Context: an optimization exercise on an open-source flow, tuned for small area and a short achievable clock period. The choices shown serve that exercise and are no tape-out recipe. Where RTL was checked, it was by simulation tests only, not by an equivalence proof against the original. Function not checked in runs 2, 5 and 6: the RTL went through the layout flow alone. In runs 1 to 5 the design's own scripts or RTL, not TritonCTS, make the clock network. No driver is modelled on the clock port, so clock power and skew are understated where the tree is cut down; a real chip needs a root buffer or a tree.

## flow/design.v (module list and top-level ports; edited modules follow where they fit)
// module mult_top: 22 lines
// module full_adder: 7 lines
// module half_adder: 7 lines
// module inverter: 6 lines
// module signed_array_mplier: 4789 lines
module mult_top (
    input             clk,
    input      [31:0] mplier,
    input      [31:0] mcand,
    output     [63:0] product
);
  // ...
==> flow/flow/run.sh <==
#!/bin/bash
# Own layout flow: the standard flow (standard.sh) with the standard
# synthesis unchanged, then the layout steps with
#  - plain buffers (buf_2) on the ports,
#  - a two-level balanced clock tree (flow/cts_own.tcl) in place of ORFS's CTS,
#  - repair_timing aiming at a slack margin below the fixed clock period, so
#    that it sizes and buffers the multiplier's critical paths.
# The output of each make run is in make_*.log here; each step's log is in
# orfs/logs/.
set -euo pipefail
export OWN_FLOW_DIR=$(pwd)/flow
bash standard.sh synth > make_synth.log 2>&1
bash standard.sh \
  SETUP_SLACK_MARGIN=21.55 \
  "BUFFER_PORTS_ARGS=-buffer_cell sky130_fd_sc_hd__buf_2" \
  PRE_CTS_TCL=$OWN_FLOW_DIR/cts_own.tcl \
  finish > make_finish.log 2>&1
==> flow/flow/cts_own.tcl <==
set own_l1 sky130_fd_sc_hd__clkbuf_8
set own_l2 sky130_fd_sc_hd__clkbuf_16
set db [ord::get_db]
set block [ord::get_db_block]
set clk_net [$block findNet clk]
set sinks {}
foreach it [$clk_net getITerms] {
  set inst [$it getInst]
  set bb [$inst getBBox]
  set x [expr {([$bb xMin] + [$bb xMax]) / 2}]
  set y [expr {([$bb yMin] + [$bb yMax]) / 2}]
  lappend sinks [list $it $x $y]
}
puts "own cts: [llength $sinks] clock sinks"

# split items (lists whose elements 1, 2 are x, y) into two halves of equal
# size along the longer side of their bounding box
proc own_halves {items} {
  set xs {}; set ys {}
  foreach s $items { lappend xs [lindex $s 1]; lappend ys [lindex $s 2] }
  set xs [lsort -integer $xs]; set ys [lsort -integer $ys]
  set idx [expr {([lindex $xs end] - [lindex $xs 0]) >= ([lindex $ys end] - [lindex $ys 0]) ? 1 : 2}]
  set sorted [lsort -integer -index $idx $items]
  set h [expr {[llength $sorted] / 2}]
  return [list [lrange $sorted 0 [expr {$h - 1}]] [lrange $sorted $h end]]
}
proc own_centroid {items} {
  set sx 0; set sy 0
  foreach s $items { incr sx [lindex $s 1]; incr sy [lindex $s 2] }
  return [list [expr {$sx / [llength $items]}] [expr {$sy / [llength $items]}]]
}
proc own_buffer {name master in_net cx cy} {
  set block [ord::get_db_block]
  set inst [odb::dbInst_create $block $master $name]
  set net [odb::dbNet_create $block "${name}_net"]
  $net setSigType CLOCK
  [$inst findITerm A] connect $in_net
  [$inst findITerm X] connect $net
  set m [$inst getMaster]
  $inst setLocation [expr {$cx - [$m getWidth] / 2}] [expr {$cy - [$m getHeight] / 2}]
  $inst setPlacementStatus PLACED
  return $net
}

set m1 [$db findMaster $own_l1]
set m2 [$db findMaster $own_l2]
set quarters {}
foreach h [own_halves $sinks] { foreach q [own_halves $h] { lappend quarters $q } }
set qi 0
foreach q $quarters {
  set eighths [own_halves $q]
  set leaves {}
  foreach e $eighths { lappend leaves [concat [own_centroid $e]] }
  # first-level buffer midway between its two second-level buffers
  set c1 [own_centroid [list [concat x [lindex $leaves 0]] [concat x [lindex $leaves 1]]]]
  set n1 [own_buffer "clkbuf_own_l1_$qi" $m1 $clk_net [lindex $c1 0] [lindex $c1 1]]
  set ei 0
  foreach e $eighths {
    set c2 [own_centroid $e]
    set n2 [own_buffer "clkbuf_own_l2_${qi}_$ei" $m2 $n1 [lindex $c2 0] [lindex $c2 1]]
    foreach s $e {
      set it [lindex $s 0]
      $it disconnect
      $it connect $n2
    }
    puts "own cts: clkbuf_own_l2_${qi}_$ei drives [llength $e] registers"
    incr ei
  }
  incr qi
}
set_propagated_clock [all_clocks]
rename clock_tree_synthesis own_unused_clock_tree_synthesis
proc clock_tree_synthesis {args} {
  puts "own cts: ORFS clock_tree_synthesis skipped, two-level tree built by flow/cts_own.tcl"
}
==> flow/standard.sh <==
#!/bin/bash
# synth_recipe.tcl (not shown) runs the flow's synth.tcl, then flattens the netlist and writes it again
# the make line also repeats each setting of config.mk as NAME=value (left out here)
make -C /OpenROAD-flow-scripts/flow DESIGN_CONFIG=/design/flow/config.mk WORK_HOME=/design/flow/orfs CLKGATE_MAP_FILE= SYNTH_SCRIPT=/design/flow/synth_recipe.tcl "${@:-finish}"
==> flow/config.mk <==
export PLATFORM = sky130hd
export DESIGN_NAME = mult_top
export DESIGN_NICKNAME = mult_top
export VERILOG_FILES = /design/flow/design.v
export SDC_FILE = /design/flow/constraint.sdc
export NUM_CORES = 4
export LEC_CHECK = 0
export ABC_AREA = 1
export CAP_MARGIN = 20
export CORE_MARGIN = 2
export CORE_UTILIZATION = 50
export SLEW_MARGIN = 20
export SYNTH_HIERARCHICAL = 1
export SYNTH_MINIMUM_KEEP_SIZE = 0
==> flow/constraint.sdc <==
create_clock -name core_clock -period 28.0 [get_ports {clk}]
set_input_delay 5.6000 -clock core_clock [delete_from_list [all_inputs] [get_ports {clk}]]
set_output_delay 5.6000 -clock core_clock [all_outputs]
set_load 0.01 [all_outputs]
==> impl_metrics.json, run 1 <==
{
  "outcome": "timing/DRC/antenna clean",
  "syn_area_per_cell_um2": 8.59,
  "r2r-end": "product_q[57]$_DFF_P_",
  "utilization_pct": 53.0,
  "slew_violations": 0,
  "yosys_most_used_dff": "dfxtp_1",
  "grt_first_pass_wirelength_um": 144000,
  "met1_usage_pct": 46.2,
  "layout.nets": 3297,
  "asyncSetResetFlopFracSynth_pct": 0,
  "yosysSeqAreaShare_pct": 10.6,
  "fillCellCount": 4519,
  "reg2reg_depth": 24,
  "cp_num_buf_inv": 1,
  "hp-start": "mplier_q[1]$_DFF_P_",
  "num-multi-input-gates": 2070,
  "start_util_pct": 50.6,
  "post-dp-hpwl_um": 68600,
  "fmax_mhz": 157,
  "core-area_um2": 47700,
  "gr-total-overflow": 0,
  "synth_compound_area_share_pct": 27.7,
  "placed_cells": 3224,
  "num_rows": 80,
  "grt_pass1_vias": 24600,
  "post-cts-setup-buffers": 6,
  "instances_no_fill": 3280,
  "top_register": "product_q",
  "ant_nets": 0,
  "skew_ns": 0.0575,
  "route.met3.wl_um": 12100,
  "io_buffers": 128,
  "met1_length_um": 33700,
  "path_cells": "buf_2",
  "yosysWarnings": 7,
  "finalCriticalPeriod_ns": 6.38,
  "grt_max_degree": 39,
  "mostFrequentLayoutCell": "o22ai_1",
  "fin_crit_sh_pct": 22.8,
  "max_cap_viol_count": 0,
  "crit_type": "flop to output port",
  "fp.dieArea_um2": 50100
}
==> run 2, diff against run 1 <==
--- a/flow/design.v
+++ b/flow/design.v
@@ -43,16 +43,31 @@
 endmodule
 module signed_array_mplier #(
     parameter N = 32
 ) (
     input  [N-1:0]   mplier,
     input  [N-1:0]   mcand,
     output [2*N-1:0] product
 );
+    generate
+        if (N == 32) begin : g32
+            booth_mult32 u_mult (.mplier(mplier), .mcand(mcand), .product(product));
+        end else begin : gn
+            assign product = $signed(mplier) * $signed(mcand);
+        end
+    endgenerate
+endmodule
+module booth_mult32 #(
+    parameter N = 32
+) (
+    input  [N-1:0]   mplier,
+    input  [N-1:0]   mcand,
+    output [2*N-1:0] product
+);
     wire xn0;
     wire xn1;
     wire xn2;
     wire xn3;
     wire xn4;
     wire xn5;
     wire xn6;
     wire xn7;
==> flow/config.mk (replaced) <==
export PLATFORM = sky130hd
export DESIGN_NAME = mult_top
export DESIGN_NICKNAME = mult_top
export VERILOG_FILES = /design/flow/design.v
export SDC_FILE = /design/flow/constraint.sdc
export NUM_CORES = 4
export LEC_CHECK = 0
export ABC_AREA = 1
export CAP_MARGIN = 20
export CORE_MARGIN = 2
export CORE_UTILIZATION = 40
export SLEW_MARGIN = 20
export SYNTH_HIERARCHICAL = 1
export SYNTH_MINIMUM_KEEP_SIZE = 0
==> impl_metrics.json, run 2 <==
{
  "outcome": "timing/DRC/antenna clean",
  "wl_per_cell_um": 27.2,
  "synth_common_cells": "945 x o22ai_1, 427 x fa_1, 327 x clkbuf_1",
  "skew_ns": 0.0757,
  "pre_cts_slack_ns": 20.93,
  "max_stage_delay_ns": 0.33,
  "crit_path_max_fanout": 1,
  "crit_type": "flop to output port",
  "drc": 0,
  "hp-class": "flop to flop",
  "yosysMostFrequentCell": "o22ai_1",
  "max_slew_margin_pct": 32.1,
  "synth_area_um2": 24200,
  "dr_wl_met2_um": 42500,
  "hold_viol": 0,
  "top_regs": "product_q x64, mcand_q x32, mplier_q x32",
  "slew_violations": 0,
  "clk_pin_slew_ns": 0.10,
  "route.met3.wl_um": 11200,
  "ys_types": 42,
  "yosysWarnings": 7,
  "finalSetupViolations": 0,
  "drive_above_1_share_pct": 13.3,
  "cp-end-kind": "output port",
  "grt_use_total_pct": 29.2,
  "grt_max_degree": 39,
  "yosysSeqAreaShare_pct": 10.6,
  "fin_crit_sh_pct": 22.9,
  "dr.pass1.iters": 6,
  "synth_area_leaders": "fa_1 35%, o22ai_1 24%, dfxtp_1 11%",
  "io_buffers": 128,
  "antenna_cells": 0,
  "asyncSetResetFlopFracSynth_pct": 0,
  "syn_area_per_cell_um2": 8.59,
  "mostFrequentLayoutCells": "938 x o22ai_1, 427 x fa_1, 171 x nand2_1, 170 x inv_1, 167 x nor2_1",
  "fmax_mhz": 156,
  "synth_top_area_share_pct": 35.4,
  "ios": 129,
  "largest_reg_flops": 64,
  "gr-total-overflow": 0,
  "vias_per_cell": 7.01,
  "die_w_um": 250,
  "rsz0062_at_grt": "yes",
  "cp_top_family": "flip-flops",
  "seq_area_um2": 2580,
  "top_register": "product_q",
  "highest_layer": "met4",
  "layout.nets": 3296,
  "place_congestion": 1.02,
  "crit_path_start_kind": "flop",
  "antenna_found_initial": 0,
  "synth_edf_count": 0,
  "ant_nets": 0,
  "multiInputGateArea_um2": 19100,
  "fillCellCount": 6014,
  "worst_pin_slew_ns": 1.02,
  "area_delta_synth_final_pct": 5.48,
  "core-area_um2": 60000,
  "timing.setup.tns_ns": 0,
  "dr_total_vias": 24200,
  "num_rows": 90,
  "wirelength_um": 93700,
  "finalCriticalPeriod_ns": 6.40,
  "yosys_most_used_dff": "dfxtp_1",
  "met1_length_um": 33800,
  "grt_first_pass_wirelength_um": 144000,
  "max_cap_viol_count": 0,
  "die_h_um": 250,
  "setup_ws_ns": 21.60,
  "cp_slowest_cell": "dfxtp_1",
  "drtIter0Drc": 3210,
  "cp_num_buf_inv": 1,
  "critPathRequiredTime_ns": 22.40,
  "fp.dieArea_um2": 62400,
  "post-dp-hpwl_um": 68900,
  "synthesis.instances": 2815,
  "mostFrequentLayoutCell": "o22ai_1",
  "grt_pass1_vias": 24800,
  "synth_top_area_cell": "fa_1",
  "synth_seq_cells": 128,
  "path_cells": "buf_2",
  "clkLatencyLatePin_ns": 0.35,
  "start_util_pct": 40.3,
  "cp.arrival_ns": 0.80
}
[run 2: changes by cell type in the layout (fill, tap and decap cells not counted), moves of 4 or more]
cell / before / now
buf_4: 98 / 102
buf_6: 8 / 3
clkinvlp_2: 2 / 6
clkinvlp_4: 21 / 26
dfxtp_1: 120 / 115
dfxtp_2: 8 / 13
fa_1: 422 / 427
fa_2: 5 / 0
inv_1: 174 / 170
[run 2: final timing paths]
kind / endpoint / slack, ns / from / cells after the start
setup reg to reg: product_q[61]$_DFF_P_ / 21.70 / mcand_q[12]$_DFF_P_ / 24
setup / recovery: product[29] / 21.60 / product_q[29]$_DFF_P_ / 1
hold reg to reg: product_q[0]$_DFF_P_ / 0.79 / mplier_q[1]$_DFF_P_ / 2
hold / removal: product_q[0]$_DFF_P_ / 0.79 / mplier_q[1]$_DFF_P_ / 2
[run 2: through the flow]
stage / util (%) / hold WS, ns / cell area [um^2] / std cells
after floorplan: - / 0.594 / 24200 / 2815
after CTS: 41.6 / 0.823 / 25000 / 3406
after detailed placement: 40.9 / 0.890 / 24500 / 3385
final: 42.5 / 0.789 / 25500 / 3445
after global placement: 40.9 / 0.901 / 24500 / 3385
after global routing: 42.5 / 0.796 / 25500 / 3445
[run 2: repair_timing]
item,in CTS,in global routing
gates cloned,7,3
setup buffers,2,35
gates resized for setup,32,51
endpoints found under the setup margin,33,31
pin swaps,1,1
hold buffers,0,0
[run 2: per-layer routing]
metal | track usage (%) | vias to the layer above
met2 | 47.4 | 2047
met1 | 35.8 | 11800
met3 | 7.15 | 482
li1 | - | 9872
met5 | 0 | -
met4 | 16.0 | 0
[run 2: area by class of cell]
cell class                 instances  area share (%)
buffer                            12            1.00
timing repair buffer             244            6.54
multi-input combinational       2070            75.0
tap                              782            3.84
inverter                         200            3.28
timing repair inverter             9           0.206
sequential                       128            10.1
[run 2: cell families (layout without fill, tap and decap cells)]
group	after synthesis	count (layout)	share of synthesized area, %
AND/OR/NAND/NOR	405	405	6.96
flip-flops	128	128	10.6
adder cells (fa/ha/maj)	566	566	42.6
AO/OA/AOI/OAI	1059	1059	27.7
XOR/XNOR	40	40	1.45
buffers and inverters	617	465	10.7
[run 2: per-module statistics from Yosys, one instance, submodules excluded, excerpt]
| module | cells inside | area, um^2 |
|---|---|---|
| mult_top | 128 | 2560 |
| inverter | 1 | 3.75 |
| half_adder | 1 | 12.5 |
| full_adder | 1 | 20.0 |
| booth_mult32 | 2110 | 11600 |
==> module signed_array_mplier, before the edit <==
module signed_array_mplier #(
    parameter N = 32
) (
    input  [N-1:0]   mplier,
    input  [N-1:0]   mcand,
    output [2*N-1:0] product
);
    generate
        if (N == 32) begin : g32
            booth_mult32 u_mult (.mplier(mplier), .mcand(mcand), .product(product));
        end else begin : gn
            assign product = $signed(mplier) * $signed(mcand);
        end
    endgenerate
endmodule
==> run 3, diff against run 2 <==
--- a/flow/design.v
+++ b/flow/design.v
@@ -54,3 +54,5 @@
         end else begin : gn
-            assign product = $signed(mplier) * $signed(mcand);
+            wire [2*N-1:0] a_ext = {{N{mplier[N-1]}}, mplier};
+            wire [2*N-1:0] b_ext = {{N{mcand[N-1]}}, mcand};
+            assign product = a_ext * b_ext;
         end
==> impl_metrics.json, run 3 <==
{
  "place_congestion": 1.02,
  "yosysSeqAreaShare_pct": 10.6,
  "yosysWarnings": 7,
  "fillCellCount": 6014,
  "path_cells": "buf_2",
  "synth_common_cells": "945 x o22ai_1, 427 x fa_1, 327 x clkbuf_1",
  "clkLatencyLatePin_ns": 0.35,
  "mostFrequentLayoutCells": "938 x o22ai_1, 427 x fa_1, 171 x nand2_1, 170 x inv_1, 167 x nor2_1",
  "antenna_cells": 0,
  "ios": 129,
  "pre_cts_slack_ns": 20.93,
  "grt_util_met3_pct": 7.15,
  "synth_seq_cells": 128,
  "critPathRequiredTime_ns": 22.40,
  "mostFrequentLayoutCell": "o22ai_1",
  "crit_type": "flop to output port",
  "fp.dieArea_um2": 62400,
  "top_regs": "product_q x64, mcand_q x32, mplier_q x32",
  "num_rows": 90,
  "area_delta_synth_final_pct": 5.48,
  "busiest_layer": "met2",
  "die_w_um": 250,
  "vias_per_cell": 7.01,
  "hold_viol": 0,
  "grt_pass1_vias": 24800,
  "drtIter0Drc": 3210,
  "finalSetupViolations": 0,
  "clk_pin_slew_ns": 0.10,
  "finalCriticalPeriod_ns": 6.40,
  "wirelength_um": 93700,
  "synth_area_leaders": "fa_1 35%, o22ai_1 24%, dfxtp_1 11%",
  "cp_slowest_cell": "dfxtp_1",
  "skew_ns": 0.0757,
  "antenna_found_initial": 0,
  "drive_above_1_share_pct": 13.3,
  "holdWs_ns": 0.789,
  "layout.nets": 3296,
  "grt_first_pass_wirelength_um": 144000,
  "start_util_pct": 40.3,
  "grt_max_degree": 39,
  "largest_reg_flops": 64,
  "timing.setup.tns_ns": 0,
  "met1_usage_pct": 35.8,
  "synth_edf_count": 0,
  "crit_path_start_kind": "flop",
  "asyncSetResetFlopFracSynth_pct": 0,
  "gr-total-overflow": 0,
  "synth_area_um2": 24200,
  "dr_total_vias": 24200,
  "cp.arrival_ns": 0.80,
  "cp_num_buf_inv": 1,
  "synth_top_area_cell": "fa_1",
  "cp-end-kind": "output port",
  "max_stage_delay_ns": 0.33,
  "grt_use_total_pct": 29.2,
  "fmax_mhz": 156,
  "ant_nets": 0,
  "postCtsHoldBufs": 0,
  "cp_top_family": "flip-flops",
  "use_met2_pct": 47.4,
  "drc": 0,
  "yosysMostFrequentCell": "o22ai_1",
  "fin_crit_sh_pct": 22.9,
  "io_buffers": 128,
  "yosys_most_used_dff": "dfxtp_1",
  "worst_pin_slew_ns": 1.02,
  "synth_top_area_share_pct": 35.4,
  "top_register": "product_q",
  "synthesis.instances": 2815,
  "wl_per_cell_um": 27.2,
  "setup_ws_ns": 21.60,
  "syn_area_per_cell_um2": 8.59,
  "hp-class": "flop to flop",
  "post-dp-hpwl_um": 68900,
  "max_cap_viol_count": 0,
  "ys_types": 42,
  "die_h_um": 250,
  "seq_area_um2": 2580,
  "slew_violations": 0,
  "dr.pass1.iters": 6,
  "utilization_pct": 42.5,
  "max_slew_margin_pct": 32.1,
  "crit_path_max_fanout": 1,
  "outcome": "timing/DRC/antenna clean",
  "multiInputGateArea_um2": 19100,
  "rsz0062_at_grt": "yes",
  "core-area_um2": 60000
}
run 3: cell families after synthesis:
group | share of synthesized area, %
AOI/OAI and AO/OA | 27.7
buffers and inverters | 10.7
adders and majority gates | 42.6
DFF | 10.6
and+or+nand+nor | 6.96
xor gates and xnor gates | 1.45
run 3: per-stage QoR:
stage,cell area (um^2),instances
after floorplan,24200,2815
after global placement,24500,3385
after detailed placement,24500,3385
after CTS,25000,3406
after global routing,25500,3445
final,25500,3445
run 3: final timing paths:
path / to / startpoint / slack (ns) / depth (start not counted)
setup reg to reg: product_q[61]$_DFF_P_ / mcand_q[12]$_DFF_P_ / 21.70 / 24
setup / recovery: product[29] / product_q[29]$_DFF_P_ / 21.60 / 1
hold / removal: product_q[0]$_DFF_P_ / mplier_q[1]$_DFF_P_ / 0.79 / 2
hold reg to reg: product_q[0]$_DFF_P_ / mplier_q[1]$_DFF_P_ / 0.79 / 2
run 3: Yosys stat by module, one instance, submodules excluded, a selection:
module	cells inside	flops+latches	copies in the design
booth_mult32	2110	0	1
mult_top	128	128	1
full_adder	1	0	427
half_adder	1	0	102
inverter	1	0	48
run 3: what timing repair did:
item / in CTS / in global routing
gates resized for setup: 32 / 51
cloned: 7 / 3
pin swaps: 1 / 1
endpoints found under the setup margin: 33 / 31
buffers inserted: 2 / 35
run 3: routing by layer:
layer  vias to the layer above  routed length [um]
li1                       9872                   -
met1                     11800               33800
met2                      2047               42500
met3                       482               11200
met4                         0                6190
met5                         -                   0
run 3: worst reg2reg max path, stage by stage, from the launching register on:
cell	delay (ns)
dfxtp_1	0.32
buf_4	0.34
clkinvlp_4	0.60
o22ai_1	0.49
o22ai_1	0.15
ha_1	0.35
fa_1	0.46
fa_1	0.48
fa_1	0.48
fa_1	0.52
fa_1	0.42
ha_1	0.34
nand2_1	0.12
inv_2	0.03
nand2_1	0.05
nand2_1	0.08
nand2_1	0.11
nand2_4	0.11
a21oi_4	0.17
nand2_4	0.09
buf_12	0.17
nand2_1	0.10
nand2_1	0.07
nand2_1	0.06
nand2_1	0.04
run 3: area by class of cell:
cell class,count,area share (%)
Buffer,12,1.00
Inverter,200,3.28
Multi-Input combinational cell,2070,75.0
Sequential cell,128,10.1
Tap cell,782,3.84
Timing Repair Buffer,244,6.54
Timing Repair inverter,9,0.206
==> run 4, diff against run 3 <==
--- a/flow/design.v
+++ b/flow/design.v
@@ -50,19 +50,2 @@
 );
-    generate
-        if (N == 32) begin : g32
-            booth_mult32 u_mult (.mplier(mplier), .mcand(mcand), .product(product));
-        end else begin : gn
-            wire [2*N-1:0] a_ext = {{N{mplier[N-1]}}, mplier};
-            wire [2*N-1:0] b_ext = {{N{mcand[N-1]}}, mcand};
-            assign product = a_ext * b_ext;
-        end
-    endgenerate
-endmodule
-module booth_mult32 #(
-    parameter N = 32
-) (
-    input  [N-1:0]   mplier,
-    input  [N-1:0]   mcand,
-    output [2*N-1:0] product
-);
     wire xn0;
--- a/flow/flow/run.sh
+++ b/flow/flow/run.sh
@@ -3,3 +3,4 @@
 # synthesis unchanged, then the layout steps with
-#  - plain buffers (buf_2) on the ports,
+#  - plain buffers on the ports: buf_2 on the outputs, buf_1 on the inputs
+#    (flow/inbuf.tcl),
 #  - a two-level balanced clock tree (flow/cts_own.tcl) in place of ORFS's CTS,
@@ -16,2 +17,3 @@
   PRE_CTS_TCL=$OWN_FLOW_DIR/cts_own.tcl \
+  PRE_RESIZE_TCL=$OWN_FLOW_DIR/inbuf.tcl \
   finish > make_finish.log 2>&1
==> flow/flow/inbuf.tcl (new file) <==
# Own flow (sourced as PRE_RESIZE_TCL): the input ports keep their buffer, but
# the smallest one (buf_1): the paths from the inputs have a lot of slack.
set own_n 0
foreach inst [[ord::get_db_block] getInsts] {
  if {[string match "input*" [$inst getName]] && [[$inst getMaster] getName] eq "sky130_fd_sc_hd__buf_2"} {
    replace_cell [$inst getName] sky130_fd_sc_hd__buf_1
    incr own_n
  }
}
puts "own flow: $own_n input port buffers set to buf_1"
==> impl_metrics.json, run 4 <==
{
  "fmax_mhz": 156,
  "fp.dieArea_um2": 62400,
  "crit_path_max_fanout": 1,
  "worst_pin_slew_ns": 1.03,
  "fin_crit_sh_pct": 22.9,
  "gr-total-overflow": 0,
  "yosysSeqAreaShare_pct": 10.6,
  "skew_ns": 0.0755,
  "synth_area_um2": 24200,
  "hp-class": "flop to flop",
  "synth_top_area_share_pct": 35.4,
  "syn_area_per_cell_um2": 8.59,
  "drive_above_1_share_pct": 11.3,
  "clkLatencyLatePin_ns": 0.35,
  "path_cells": "buf_2",
  "crit_type": "flop to output port",
  "top_register": "product_q",
  "vias_per_cell": 6.97,
  "finalCriticalPeriod_ns": 6.42,
  "dr_total_vias": 24100,
  "dr.pass1.iters": 9,
  "drtIter0Drc": 3122,
  "die_h_um": 250,
  "cp_top_family": "flip-flops",
  "largest_reg_flops": 64,
  "synthesis.instances": 2815,
  "mostFrequentLayoutCells": "938 x o22ai_1, 427 x fa_1, 171 x nand2_1, 167 x nor2_1, 167 x inv_1",
  "io_buffers": 128,
  "clk_pin_slew_ns": 0.11,
  "synth_area_leaders": "fa_1 35%, o22ai_1 24%, dfxtp_1 11%",
  "setup_ws_ns": 21.58,
  "post-dp-hpwl_um": 68900,
  "die_w_um": 250,
  "area_delta_synth_final_pct": 5.63,
  "synth_seq_cells": 128,
  "core-area_um2": 60000,
  "max_cap_viol_count": 0,
  "asyncSetResetFlopFracSynth_pct": 0,
  "cp.arrival_ns": 0.82,
  "cp-end-kind": "output port",
  "pre_cts_slack_ns": 20.93,
  "timing.setup.tns_ns": 0,
  "num_rows": 90,
  "ys_types": 42,
  "finalSetupViolations": 0,
  "critPathRequiredTime_ns": 22.40,
  "synth_edf_count": 0,
  "wirelength_um": 94200,
  "max_stage_delay_ns": 0.34,
  "crit_path_start_kind": "flop",
  "start_util_pct": 40.3,
  "ant_nets": 0,
  "grt_first_pass_wirelength_um": 145000,
  "antenna_cells": 0,
  "outcome": "timing/DRC/antenna clean",
  "yosysMostFrequentCell": "o22ai_1",
  "synth_common_cells": "945 x o22ai_1, 427 x fa_1, 327 x clkbuf_1",
  "top_regs": "product_q x64, mcand_q x32, mplier_q x32",
  "mostFrequentLayoutCell": "o22ai_1",
  "ios": 129,
  "yosysWarnings": 7,
  "grt_pass1_vias": 24600,
  "antenna_found_initial": 0,
  "place_congestion": 1.02,
  "cp_slowest_cell": "dfxtp_1",
  "cp_num_buf_inv": 1,
  "layout.nets": 3303,
  "grt_max_degree": 39,
  "yosys_most_used_dff": "dfxtp_1",
  "slew_violations": 0,
  "drc": 0,
  "grt_use_total_pct": 29.4,
  "hold_viol": 0,
  "wl_per_cell_um": 27.3,
  "rsz0062_at_grt": "no",
  "max_slew_margin_pct": 31.0,
  "synth_top_area_cell": "fa_1"
}
## run 4: logic make-up after synthesis
| kind of cell | Yosys count | share of synthesized area, % |
|---|---|---|
| fa+ha+maj | 566 | 42.6 |
| xor+xnor | 40 | 1.45 |
| buf+inv | 617 | 10.7 |
| compound gates | 1059 | 27.7 |
| simple gates | 405 | 6.96 |
| flops | 128 | 10.6 |
## run 4: repair_timing
action                                  CTS  global route
pin swaps                                 0             1
endpoints found under the setup margin   33            19
gates cloned                              7             6
hold buffers                              0             0
buffers inserted                          3            39
gates resized for setup                  42            50
## run 4: final timing paths
path / from / end / slack [ns] / cells after the start
max reg2reg: mcand_q[25]$_DFF_P_ / product_q[61]$_DFF_P_ / 21.72 / 23
min reg2reg: mplier_q[1]$_DFF_P_ / product_q[0]$_DFF_P_ / 0.79 / 2
min: mplier_q[1]$_DFF_P_ / product_q[0]$_DFF_P_ / 0.79 / 2
max: product_q[29]$_DFF_P_ / product[29] / 21.58 / 1
## run 4: final cells by class
| type | count | area (um^2) |
|---|---|---|
| fill | 5933 | 34500 |
| multi-input combinational | 2070 | 19100 |
| sequential | 128 | 2580 |
| timing repair buffer | 249 | 1680 |
| tap | 782 | 978 |
| inverter | 200 | 847 |
| buffer | 12 | 255 |
| timing repair inverter | 11 | 65.1 |
## run 4: routing by layer
layer | GRT usage [%] | vias to the layer above | share of wire (%)
met5 | 0 | - | 0.070
met4 | 14.9 | 2 | 6.8
met3 | 7.44 | 492 | 12
met2 | 47.9 | 1964 | 45
met1 | 36.1 | 11700 | 36
li1 | - | 9892 | -
## run 4: per-stage QoR
step	hold WS, ns	std cells	instance area (um^2)	util (%)
global placement	0.901	3385	24500	40.9
global route	0.804	3452	25500	42.5
detailed placement	0.890	3385	24500	40.7
floorplan	0.594	2815	24200	-
finish	0.794	3452	25500	42.5
CTS	0.788	3407	24900	41.5
## run 4: Yosys stat by module (local to each module, per instance), a selection
module,cells,copies in the design,flops+latches,cell area [um^2]
mult_top,128,1,128,2560
inverter,1,48,0,3.75
full_adder,1,427,0,20.0
half_adder,1,102,0,12.5
==> run 5, diff against run 4 <==
--- a/flow/design.v
+++ b/flow/design.v
@@ -4330,64 +4330,126 @@
     assign s956 = ~pp15_31;
-    half_adder pg0 (.a(neg0), .b(pp0_0), .sum(p958), .cout(g957));
-    half_adder pg2 (.a(pp1_0), .b(s838), .sum(p960), .cout(g959));
-    half_adder pg3 (.a(c839), .b(s840), .sum(p962), .cout(g961));
-    half_adder pg4 (.a(c841), .b(s842), .sum(p964), .cout(g963));
-    half_adder pg5 (.a(c843), .b(s844), .sum(p966), .cout(g965));
-    half_adder pg6 (.a(c845), .b(s846), .sum(p968), .cout(g967));
-    half_adder pg7 (.a(c847), .b(s848), .sum(p970), .cout(g969));
-    half_adder pg8 (.a(c849), .b(s850), .sum(p972), .cout(g971));
-    half_adder pg9 (.a(c851), .b(s852), .sum(p974), .cout(g973));
-    half_adder pg10 (.a(c853), .b(s854), .sum(p976), .cout(g975));
-    half_adder pg11 (.a(c855), .b(s856), .sum(p978), .cout(g977));
-    half_adder pg12 (.a(c857), .b(s858), .sum(p980), .cout(g979));
-    half_adder pg13 (.a(c859), .b(s860), .sum(p982), .cout(g981));
-    half_adder pg14 (.a(c861), .b(s862), .sum(p984), .cout(g983));
-    half_adder pg15 (.a(c863), .b(s864), .sum(p986), .cout(g985));
-    half_adder pg16 (.a(c865), .b(s866), .sum(p988), .cout(g987));
-    half_adder pg17 (.a(c867), .b(s868), .sum(p990), .cout(g989));
-    half_adder pg18 (.a(c869), .b(s870), .sum(p992), .cout(g991));
-    half_adder pg19 (.a(c871), .b(s872), .sum(p994), .cout(g993));
-    half_adder pg20 (.a(c873), .b(s874), .sum(p996), .cout(g995));
-    half_adder pg21 (.a(c875), .b(s876), .sum(p998), .cout(g997));
-    half_adder pg22 (.a(c877), .b(s878), .sum(p1000), .cout(g999));
-    half_adder pg23 (.a(c879), .b(s880), .sum(p1002), .cout(g1001));
-    half_adder pg24 (.a(c881), .b(s882), .sum(p1004), .cout(g1003));
-    half_adder pg25 (.a(c883), .b(s884), .sum(p1006), .cout(g1005));
-    half_adder pg26 (.a(c885), .b(s886), .sum(p1008), .cout(g1007));
-    half_adder pg27 (.a(c887), .b(s888), .sum(p1010), .cout(g1009));
-    half_adder pg28 (.a(c889), .b(s890), .sum(p1012), .cout(g1011));
-    half_adder pg29 (.a(c891), .b(s892), .sum(p1014), .cout(g1013));
-    half_adder pg30 (.a(c893), .b(s894), .sum(p1016), .cout(g1015));
-    half_adder pg31 (.a(c895), .b(s896), .sum(p1018), .cout(g1017));
-    half_adder pg32 (.a(c897), .b(s898), .sum(p1020), .cout(g1019));
-    half_adder pg33 (.a(c899), .b(s900), .sum(p1022), .cout(g1021));
-    half_adder pg34 (.a(c901), .b(s902), .sum(p1024), .cout(g1023));
-    half_adder pg35 (.a(c903), .b(s904), .sum(p1026), .cout(g1025));
-    half_adder pg36 (.a(c905), .b(s906), .sum(p1028), .cout(g1027));
-    half_adder pg37 (.a(c907), .b(s908), .sum(p1030), .cout(g1029));
-    half_adder pg38 (.a(c909), .b(s910), .sum(p1032), .cout(g1031));
-    half_adder pg39 (.a(c911), .b(s912), .sum(p1034), .cout(g1033));
-    half_adder pg40 (.a(c913), .b(s914), .sum(p1036), .cout(g1035));
-    half_adder pg41 (.a(s916), .b(c915), .sum(p1038), .cout(g1037));
-    half_adder pg42 (.a(s918), .b(c917), .sum(p1040), .cout(g1039));
-    half_adder pg43 (.a(c919), .b(s920), .sum(p1042), .cout(g1041));
-    half_adder pg44 (.a(c921), .b(s922), .sum(p1044), .cout(g1043));
-    half_adder pg45 (.a(c923), .b(s924), .sum(p1046), .cout(g1045));
-    half_adder pg46 (.a(c925), .b(s926), .sum(p1048), .cout(g1047));
-    half_adder pg47 (.a(c927), .b(s928), .sum(p1050), .cout(g1049));
-    half_adder pg48 (.a(c929), .b(s930), .sum(p1052), .cout(g1051));
-    half_adder pg49 (.a(c931), .b(s932), .sum(p1054), .cout(g1053));
-    half_adder pg50 (.a(s934), .b(c933), .sum(p1056), .cout(g1055));
-    half_adder pg51 (.a(c935), .b(s936), .sum(p1058), .cout(g1057));
-    half_adder pg52 (.a(c937), .b(s938), .sum(p1060), .cout(g1059));
-    half_adder pg53 (.a(c939), .b(s940), .sum(p1062), .cout(g1061));
-    half_adder pg54 (.a(c941), .b(s942), .sum(p1064), .cout(g1063));
-    half_adder pg55 (.a(s944), .b(c943), .sum(p1066), .cout(g1065));
-    half_adder pg56 (.a(c945), .b(s946), .sum(p1068), .cout(g1067));
-    half_adder pg57 (.a(s948), .b(c947), .sum(p1070), .cout(g1069));
-    half_adder pg58 (.a(s950), .b(c949), .sum(p1072), .cout(g1071));
-    half_adder pg59 (.a(c951), .b(s952), .sum(p1074), .cout(g1073));
-    half_adder pg60 (.a(s954), .b(c953), .sum(p1076), .cout(g1075));
-    half_adder pg61 (.a(s956), .b(c955), .sum(p1078), .cout(g1077));
-    half_adder pg62 (.a(ns15), .b(pp15_31), .sum(p1080), .cout(g1079));
+    assign g957 = neg0 & pp0_0;
+    assign p958 = neg0 ^ pp0_0;
+    assign g959 = pp1_0 & s838;
+    assign p960 = pp1_0 ^ s838;
+    assign g961 = c839 & s840;
+    assign p962 = c839 ^ s840;
+    assign g963 = c841 & s842;
+    assign p964 = c841 ^ s842;
+    assign g965 = c843 & s844;
+    assign p966 = c843 ^ s844;
+    assign g967 = c845 & s846;
+    assign p968 = c845 ^ s846;
+    assign g969 = c847 & s848;
+    assign p970 = c847 ^ s848;
+    assign g971 = c849 & s850;
+    assign p972 = c849 ^ s850;
+    assign g973 = c851 & s852;
+    assign p974 = c851 ^ s852;
+    assign g975 = c853 & s854;
+    assign p976 = c853 ^ s854;
+    assign g977 = c855 & s856;
+    assign p978 = c855 ^ s856;
+    assign g979 = c857 & s858;
+    assign p980 = c857 ^ s858;
+    assign g981 = c859 & s860;
+    assign p982 = c859 ^ s860;
+    assign g983 = c861 & s862;
+    assign p984 = c861 ^ s862;
+    assign g985 = c863 & s864;
+    assign p986 = c863 ^ s864;
+    assign g987 = c865 & s866;
+    assign p988 = c865 ^ s866;
+    assign g989 = c867 & s868;
+    assign p990 = c867 ^ s868;
+    assign g991 = c869 & s870;
+    assign p992 = c869 ^ s870;
+    assign g993 = c871 & s872;
+    assign p994 = c871 ^ s872;
+    assign g995 = c873 & s874;
+    assign p996 = c873 ^ s874;
+    assign g997 = c875 & s876;
+    assign p998 = c875 ^ s876;
+    assign g999 = c877 & s878;
+    assign p1000 = c877 ^ s878;
+    assign g1001 = c879 & s880;
+    assign p1002 = c879 ^ s880;
+    assign g1003 = c881 & s882;
+    assign p1004 = c881 ^ s882;
+    assign g1005 = c883 & s884;
+    assign p1006 = c883 ^ s884;
+    assign g1007 = c885 & s886;
+    assign p1008 = c885 ^ s886;
+    assign g1009 = c887 & s888;
+    assign p1010 = c887 ^ s888;
+    assign g1011 = c889 & s890;
+    assign p1012 = c889 ^ s890;
+    assign g1013 = c891 & s892;
+    assign p1014 = c891 ^ s892;
+    assign g1015 = c893 & s894;
+    assign p1016 = c893 ^ s894;
+    assign g1017 = c895 & s896;
+    assign p1018 = c895 ^ s896;
+    assign g1019 = c897 & s898;
+    assign p1020 = c897 ^ s898;
+    assign g1021 = c899 & s900;
+    assign p1022 = c899 ^ s900;
+    assign g1023 = c901 & s902;
+    assign p1024 = c901 ^ s902;
+    assign g1025 = c903 & s904;
+    assign p1026 = c903 ^ s904;
+    assign g1027 = c905 & s906;
+    assign p1028 = c905 ^ s906;
+    assign g1029 = c907 & s908;
+    assign p1030 = c907 ^ s908;
+    assign g1031 = c909 & s910;
+    assign p1032 = c909 ^ s910;
+    assign g1033 = c911 & s912;
+    assign p1034 = c911 ^ s912;
+    assign g1035 = c913 & s914;
+    assign p1036 = c913 ^ s914;
+    assign g1037 = s916 & c915;
+    assign p1038 = s916 ^ c915;
+    assign g1039 = s918 & c917;
+    assign p1040 = s918 ^ c917;
+    assign g1041 = c919 & s920;
+    assign p1042 = c919 ^ s920;
+    assign g1043 = c921 & s922;
+    assign p1044 = c921 ^ s922;
+    assign g1045 = c923 & s924;
+    assign p1046 = c923 ^ s924;
+    assign g1047 = c925 & s926;
+    assign p1048 = c925 ^ s926;
+    assign g1049 = c927 & s928;
+    assign p1050 = c927 ^ s928;
+    assign g1051 = c929 & s930;
+    assign p1052 = c929 ^ s930;
+    assign g1053 = c931 & s932;
+    assign p1054 = c931 ^ s932;
+    assign g1055 = s934 & c933;
+    assign p1056 = s934 ^ c933;
+    assign g1057 = c935 & s936;
+    assign p1058 = c935 ^ s936;
+    assign g1059 = c937 & s938;
+    assign p1060 = c937 ^ s938;
+    assign g1061 = c939 & s940;
+    assign p1062 = c939 ^ s940;
+    assign g1063 = c941 & s942;
+    assign p1064 = c941 ^ s942;
+    assign g1065 = s944 & c943;
+    assign p1066 = s944 ^ c943;
+    assign g1067 = c945 & s946;
+    assign p1068 = c945 ^ s946;
+    assign g1069 = s948 & c947;
+    assign p1070 = s948 ^ c947;
+    assign g1071 = s950 & c949;
+    assign p1072 = s950 ^ c949;
+    assign g1073 = c951 & s952;
+    assign p1074 = c951 ^ s952;
+    assign g1075 = s954 & c953;
+    assign p1076 = s954 ^ c953;
+    assign g1077 = s956 & c955;
+    assign p1078 = s956 ^ c955;
+    assign g1079 = ns15 & pp15_31;
+    assign p1080 = ns15 ^ pp15_31;
     assign G1081 = 1'b0 | (pp0_1 & g957);
--- a/flow/flow/run.sh
+++ b/flow/flow/run.sh
@@ -3,4 +3,3 @@
 # synthesis unchanged, then the layout steps with
-#  - plain buffers on the ports: buf_2 on the outputs, buf_1 on the inputs
-#    (flow/inbuf.tcl),
+#  - plain buffers (buf_2) on the ports,
 #  - a two-level balanced clock tree (flow/cts_own.tcl) in place of ORFS's CTS,
@@ -14,6 +13,5 @@
 bash standard.sh \
-  SETUP_SLACK_MARGIN=21.55 \
+  SETUP_SLACK_MARGIN=21.45 \
   "BUFFER_PORTS_ARGS=-buffer_cell sky130_fd_sc_hd__buf_2" \
   PRE_CTS_TCL=$OWN_FLOW_DIR/cts_own.tcl \
-  PRE_RESIZE_TCL=$OWN_FLOW_DIR/inbuf.tcl \
   finish > make_finish.log 2>&1
removed: flow/flow/inbuf.tcl
==> impl_metrics.json, run 5 <==
{
  "outcome": "timing/DRC/antenna clean",
  "drc": 0,
  "largest_reg_flops": 64,
  "finalSetupViolations": 0,
  "grt_first_pass_wirelength_um": 145000,
  "die_h_um": 250,
  "fin_area_um2": 26000,
  "synth_top_area_share_pct": 36.4,
  "dr_total_vias": 24100,
  "post-dp-hpwl_um": 69000,
  "ant_nets": 0,
  "area_delta_synth_final_pct": 7.36,
  "worst_path_most_repeated_cell": "fa_1",
  "antenna_found_initial": 1,
  "slew_violations": 0,
  "io_buffers": 128,
  "synth_area_leaders": "fa_1 36%, o22ai_1 24%, dfxtp_1 11%",
  "hold_viol": 0,
  "fillCellCount": 6010,
  "synth_common_cells": "947 x o22ai_1, 440 x fa_1, 335 x clkbuf_1",
  "timing.setup.tns_ns": 0,
  "yosysWarnings": 7,
  "ios": 129,
  "syn_area_per_cell_um2": 8.61,
  "place_area_um2": 24600,
  "skew_ns": 0.0558,
  "asyncSetResetFlopFracSynth_pct": 0,
  "drive_above_1_share_pct": 14.8,
  "setup_ws_ns": 21.61,
  "crit_path_max_fanout": 32,
  "core-area_um2": 60000,
  "synthesis.instances": 2810,
  "clk_pin_slew_ns": 0.08,
  "fmax_mhz": 156,
  "rsz0062_at_grt": "no",
  "cp.arrival_ns": 6.60,
  "dr.pass1.iters": 9,
  "cp_top_family": "adder cells",
  "crit_path_start_kind": "flop",
  "pre_cts_slack_ns": 20.81,
  "postCtsHoldBufs": 0,
  "synth_edf_count": 0,
  "grt_use_total_pct": 29.4,
  "fp.dieArea_um2": 62400,
  "utilization_pct": 43.3,
  "ys_types": 38,
  "synth_area_um2": 24200,
  "fin_crit_sh_pct": 22.8,
  "holdWs_ns": 0.846,
  "top_regs": "product_q x64, mcand_q x32, mplier_q x32",
  "grt_max_degree": 39,
  "clkLatencyLatePin_ns": 0.33,
  "yosysSeqAreaShare_pct": 10.6,
  "cp_slowest_cell": "fa_1",
  "critPathRequiredTime_ns": 28.21,
  "max_slew_margin_pct": 32.8,
  "yosys_most_used_dff": "dfxtp_1",
  "cp-end-kind": "flop",
  "drtIter0Drc": 3050,
  "num_rows": 90,
  "start_util_pct": 40.3,
  "grt_pass1_vias": 24500,
  "place_congestion": 1.02,
  "max_stage_delay_ns": 0.53,
  "cp_num_buf_inv": 5,
  "crit_type": "flop to flop",
  "synth_seq_cells": 128,
  "mostFrequentLayoutCells": "941 x o22ai_1, 438 x fa_1, 167 x inv_1, 166 x nor2_1, 164 x nand2_1",
  "max_cap_viol_count": 0,
  "finalCriticalPeriod_ns": 6.39,
  "die_w_um": 250,
  "worst_pin_slew_ns": 1.01,
  "top_register": "product_q",
  "wirelength_um": 94300,
  "yosysMostFrequentCell": "o22ai_1",
  "wl_per_cell_um": 27.1,
  "layout.nets": 3329,
  "gr-total-overflow": 0,
  "synth_top_area_cell": "fa_1",
  "hp-class": "flop to flop",
  "path_cells": "buf_12, ha_1, inv_1, buf_12, nand2_2, buf_8, o22ai_2, fa_1, fa_1, fa_1, fa_1, fa_1, fa_1, ha_1, nand2_1, nor3_2, nand2_2, nand2_4, nand2_2, nand2_8, inv_1, fa_1, xnor2_1",
  "vias_per_cell": 6.91,
  "mostFrequentLayoutCell": "o22ai_1"
}
## run 5: changes by cell type in the layout (fill, tap and decap cells not counted), moves of 11 or more
cell	change
buf_1	-64
buf_2	+64
buf_4	+34
fa_1	+11
ha_1	-14
## run 5: what timing repair did
item / CTS / global route
setup buffers: 4 / 72
gates resized for setup: 35 / 75
cloned: 5 / 4
pin swaps: 0 / 3
endpoints found under the setup margin: 33 / 23
## run 5: metal layers
layer | vias to the layer above | part of all wire [%] | GRT usage, %
met3 | 439 | 11 | 6.78
met4 | 2 | 6.0 | 14.5
met2 | 1897 | 46 | 47.6
li1 | 9921 | - | -
met5 | - | 0.014 | 0
met1 | 11800 | 37 | 36.9
## run 5: cell families after synthesis
logic type                 count (synthesis)  share of synthesized area, %
and+or+nand+nor                          397                          6.67
buffers and inverters                    625                          10.8
xor gates and xnor gates                  43                          1.56
DFF                                      128                          10.6
AOI/OAI and AO/OA                       1052                          27.5
adders and majority gates                565                          42.9
## run 5: cell type report
| cell class | count | area (um^2) | area share, % |
|---|---|---|---|
| timing repair inverter | 6 | 37.5 | 0.145 |
| tap | 782 | 978 | 3.77 |
| buffer | 12 | 255 | 0.983 |
| sequential | 128 | 2580 | 9.94 |
| antenna | 1 | 2.50 | 0.00964 |
| inverter | 207 | 911 | 3.51 |
| timing repair buffer | 286 | 2050 | 7.89 |
| multi-input combinational | 2058 | 19200 | 73.8 |
## run 5: per-stage QoR
step | cells
finish | 3480
global route | 3480
CTS | 3403
detailed placement | 3382
global placement | 3382
floorplan | 2810
## run 5: final timing paths
path,start,to,slack [ns],cells after the start
max,mplier_q[1]$_DFF_P_,product_q[48]$_DFF_P_,21.61,23
max reg2reg,mplier_q[1]$_DFF_P_,product_q[48]$_DFF_P_,21.61,23
min,mplier_q[1]$_DFF_P_,product_q[0]$_DFF_P_,0.85,2
min reg2reg,mplier_q[1]$_DFF_P_,product_q[0]$_DFF_P_,0.85,2
## run 5: worst reg2reg max path: cells and delay by family (launching register included)
family | cells | cell delay [ns]
adder cells (fa/ha/maj) | 9 | 3.81
AO/OA/AOI/OAI | 1 | 0.17
XOR/XNOR | 1 | 0.14
buffers and inverters | 5 | 0.77
AND/OR/NAND/NOR | 7 | 0.99
flip-flops | 1 | 0.40
## run 5: per-module statistics from Yosys (local to each module, per instance), excerpt
module      area (um^2)  copies in the design
inverter           3.75                    48
mult_top           2560                     1
full_adder         20.0                   427
half_adder         12.5                    40
==> run 6, diff against run 5 <==
==> flow/flow/run.sh (replaced) <==
#!/bin/bash
# Own layout flow: the standard flow (standard.sh) with the standard
# synthesis unchanged, then the layout steps with
#  - the buffers ABC inserted removed at floorplan (the resizer rebuffers),
#  - plain buffers (buf_2) on the ports,
#  - repair_timing aiming at a slack margin below the fixed clock period, so
#    that it sizes and buffers the multiplier's critical paths.
# The output of each make run is in make_*.log here; each step's log is in
# orfs/logs/.
set -euo pipefail
bash standard.sh synth > make_synth.log 2>&1
bash standard.sh \
  SETUP_SLACK_MARGIN=21.3 \
  REMOVE_ABC_BUFFERS=1 \
  "BUFFER_PORTS_ARGS=-buffer_cell sky130_fd_sc_hd__buf_2" \
  finish > make_finish.log 2>&1
removed: flow/flow/cts_own.tcl
==> impl_metrics.json, run 6 <==
{
  "outcome": "timing/DRC/antenna clean",
  "rr_startpoint": "mplier_q[13]$_DFF_P_",
  "holdPathEnd": "product_q[0]$_DFF_P_",
  "cp.arrival_ns": 1.01,
  "max_slew_margin_pct": 25.8,
  "cp_slowest_cell": "dfxtp_1",
  "grt_pass1_vias": 25200,
  "drc": 0,
  "syn_area_per_cell_um2": 8.61,
  "num_rows": 90,
  "fin_area_um2": 26500,
  "yosysMostFrequentCell": "o22ai_1",
  "synth_area_um2": 24200,
  "synth_top_area_cell": "fa_1",
  "cp_top_family": "flip-flops",
  "postCtsHoldBufs": 0,
  "clk_pin_slew_ns": 0.08,
  "crit_path_max_fanout": 1,
  "path_cells": "buf_2",
  "reg2reg_depth": 20,
  "clkLatencyLatePin_ns": 0.51,
  "fp.dieArea_um2": 62400,
  "top_regs": "product_q x64, mcand_q x32, mplier_q x32",
  "core-area_um2": 60000,
  "top_register": "product_q",
  "slew_violations": 0,
  "hold_viol": 0,
  "max_stage_delay_ns": 0.36,
  "start_util_pct": 40.3,
  "place_congestion": 0.986,
  "synth_seq_cells": 128,
  "fillCellCount": 5769,
  "antenna_found_initial": 0,
  "synth_edf_count": 0,
  "crit_type": "flop to output port",
  "worst_pin_slew_ns": 1.11,
  "gr-total-overflow": 0,
  "grt_first_pass_wirelength_um": 153000,
  "yosys_most_used_dff": "dfxtp_1",
  "crit_path_start_kind": "flop",
  "yosysSeqAreaShare_pct": 10.6,
  "die_w_um": 250,
  "cp_num_buf_inv": 1,
  "synthesis.instances": 2810,
  "min_path_cells": 2,
  "ant_nets": 0,
  "max_cap_viol_count": 0,
  "drtIter0Drc": 3649,
  "post-dp-hpwl_um": 70700,
  "instances_no_fill": 3504,
  "rrSetupSlack_ns": 21.44,
  "cts_tree": "built",
  "placed_cells": 3376,
  "largest_reg_flops": 64,
  "drive_above_1_share_pct": 15.5,
  "ys_types": 38,
  "hp-start": "mplier_q[1]$_DFF_P_",
  "dr.pass1.iters": 10,
  "grt_max_degree": 39,
  "finalSetupViolations": 0,
  "fmax_mhz": 151,
  "yosysWarnings": 7,
  "ios": 129,
  "area_delta_synth_final_pct": 9.63,
  "vias_per_cell": 7.07,
  "critPathRequiredTime_ns": 22.40,
  "dr_total_vias": 24800,
  "wirelength_um": 102000,
  "synth_common_cells": "947 x o22ai_1, 440 x fa_1, 335 x clkbuf_1",
  "rsz0062_at_grt": "no",
  "cts_buffer_depth": 2,
  "multiInputGateArea_um2": 19100,
  "grt_use_total_pct": 32.2,
  "skew_ns": 0.0267,
  "cp-end-kind": "output port",
  "fin_crit_sh_pct": 23.6,
  "wl_per_cell_um": 29.2,
  "place_area_um2": 24500,
  "io_buffers": 128,
  "htreeDepth": 4,
  "cts_made_buffers": 17,
  "finalCriticalPeriod_ns": 6.61,
  "timing.setup.tns_ns": 0,
  "synth_top_area_share_pct": 36.4,
  "mostFrequentLayoutCell": "o22ai_1",
  "synth_area_leaders": "fa_1 36%, o22ai_1 24%, dfxtp_1 11%",
  "hp-class": "flop to flop",
  "cts-root-buf": "clkbuf_16",
  "layout.nets": 3339,
  "die_h_um": 250,
  "utilization_pct": 44.2,
  "clock-sinks": 128,
  "asyncSetResetFlopFracSynth_pct": 0,
  "mostFrequentLayoutCells": "944 x o22ai_1, 440 x fa_1, 166 x nor2_1, 166 x nand2_1, 164 x inv_1",
  "seq_area_um2": 2590,
  "r2r-end": "product_q[47]$_DFF_P_",
  "antenna_cells": 0
}
run 6: worst max path at each step:
stage	startpoint	endpoint	depth (start not counted)
3_5_place_dp	mplier_q[1]$_DFF_P_	product_q[48]$_DFF_P_	22
4_1_cts	mplier_q[3]$_DFF_P_	product_q[48]$_DFF_P_	22
6_report	product_q[52]$_DFF_P_	product[52]	1
3_3_place_gp	mplier_q[1]$_DFF_P_	product_q[47]$_DFF_P_	22
5_1_grt	mplier_q[3]$_DFF_P_	product_q[47]$_DFF_P_	26
2_1_floorplan	mplier_q[1]$_DFF_P_	product_q[48]$_DFF_P_	22
run 6: cells by family after synthesis:
group | after synthesis | synth area share, %
flops | 128 | 10.6
compound gates | 1052 | 27.5
buf+inv | 625 | 10.8
simple gates | 397 | 6.67
xor+xnor | 43 | 1.56
fa+ha+maj | 565 | 42.9
run 6: layout make-up:
type / instances / share of cell area (%)
tap: 782 / 3.69
inverter: 207 / 3.49
sequential: 128 / 9.77
clock inverter: 14 / 0.741
timing repair buffer: 289 / 8.34
multi-input combinational: 2057 / 72.1
timing repair inverter: 9 / 0.227
clock buffer: 18 / 1.62
run 6: stage by stage:
stage          worst slack [ns]  hold slack [ns]
2_1_floorplan             20.95            0.650
3_5_place_dp              20.14            0.830
4_1_cts                   21.30            0.901
5_1_grt                   21.28            0.842
6_report                  21.39            0.856
3_3_place_gp              20.38            0.819
run 6: what timing repair did:
| action | 4_1_cts | 5_1_grt |
|---|---|---|
| endpoints found under the setup margin | 39 | 21 |
| gates cloned | 7 | 5 |
| buffers inserted | 20 | 62 |
| gates resized for setup | 42 | 72 |
| pin swaps | 0 | 2 |
run 6: layer usage:
metal  track usage (%)  vias to the layer above  share of wire (%)
li1                  -                     9953                  -
met1              38.1                    12000                 35
met2              50.0                     2254                 44
met3              11.6                      564                 13
met4              19.4                        0                7.7
met5             0.309                        -                  0
run 6: modules after synthesis (local to each module, per instance), a selection:
module      times used  cells
full_adder         427      1
half_adder          40      1
inverter            48      1
mult_top             1    128

-- afterwards: timing with drivers on the ports --
In the flow no input, the clock included, has a driving cell. The finished layouts below were timed again as built, in two steps.
Step 1: set_driving_cell puts a clkbuf_16 on clk and a buf_2 on each other input, an assumption about the parent block.
Step 2 adds t to the input delays and takes it off the output delays; t is the mean of the earliest and latest rising clock arrival at the registers after step 1. Input paths then give back, and output paths get back, about the clock's delay inside the block.
Slacks: ideal ports / drivers / drivers and shift; pairs: ideal ports / drivers.
run	t, ns	setup WS [ns]	worst setup path at the end
run 1	0.429	21.617 / 21.497 / 21.755	register to register
run 2	0.440	21.595 / 21.470 / 21.704	register to register
run 3	0.440	21.595 / 21.470 / 21.704	register to register
run 4	0.440	21.584 / 21.457 / 21.722	register to register
run 5	0.444	21.609 / 21.475 / 21.609	register to register
run 6	0.556	21.386 / 21.324 / 21.442	register to register
After both steps every run listed still meets setup and hold.
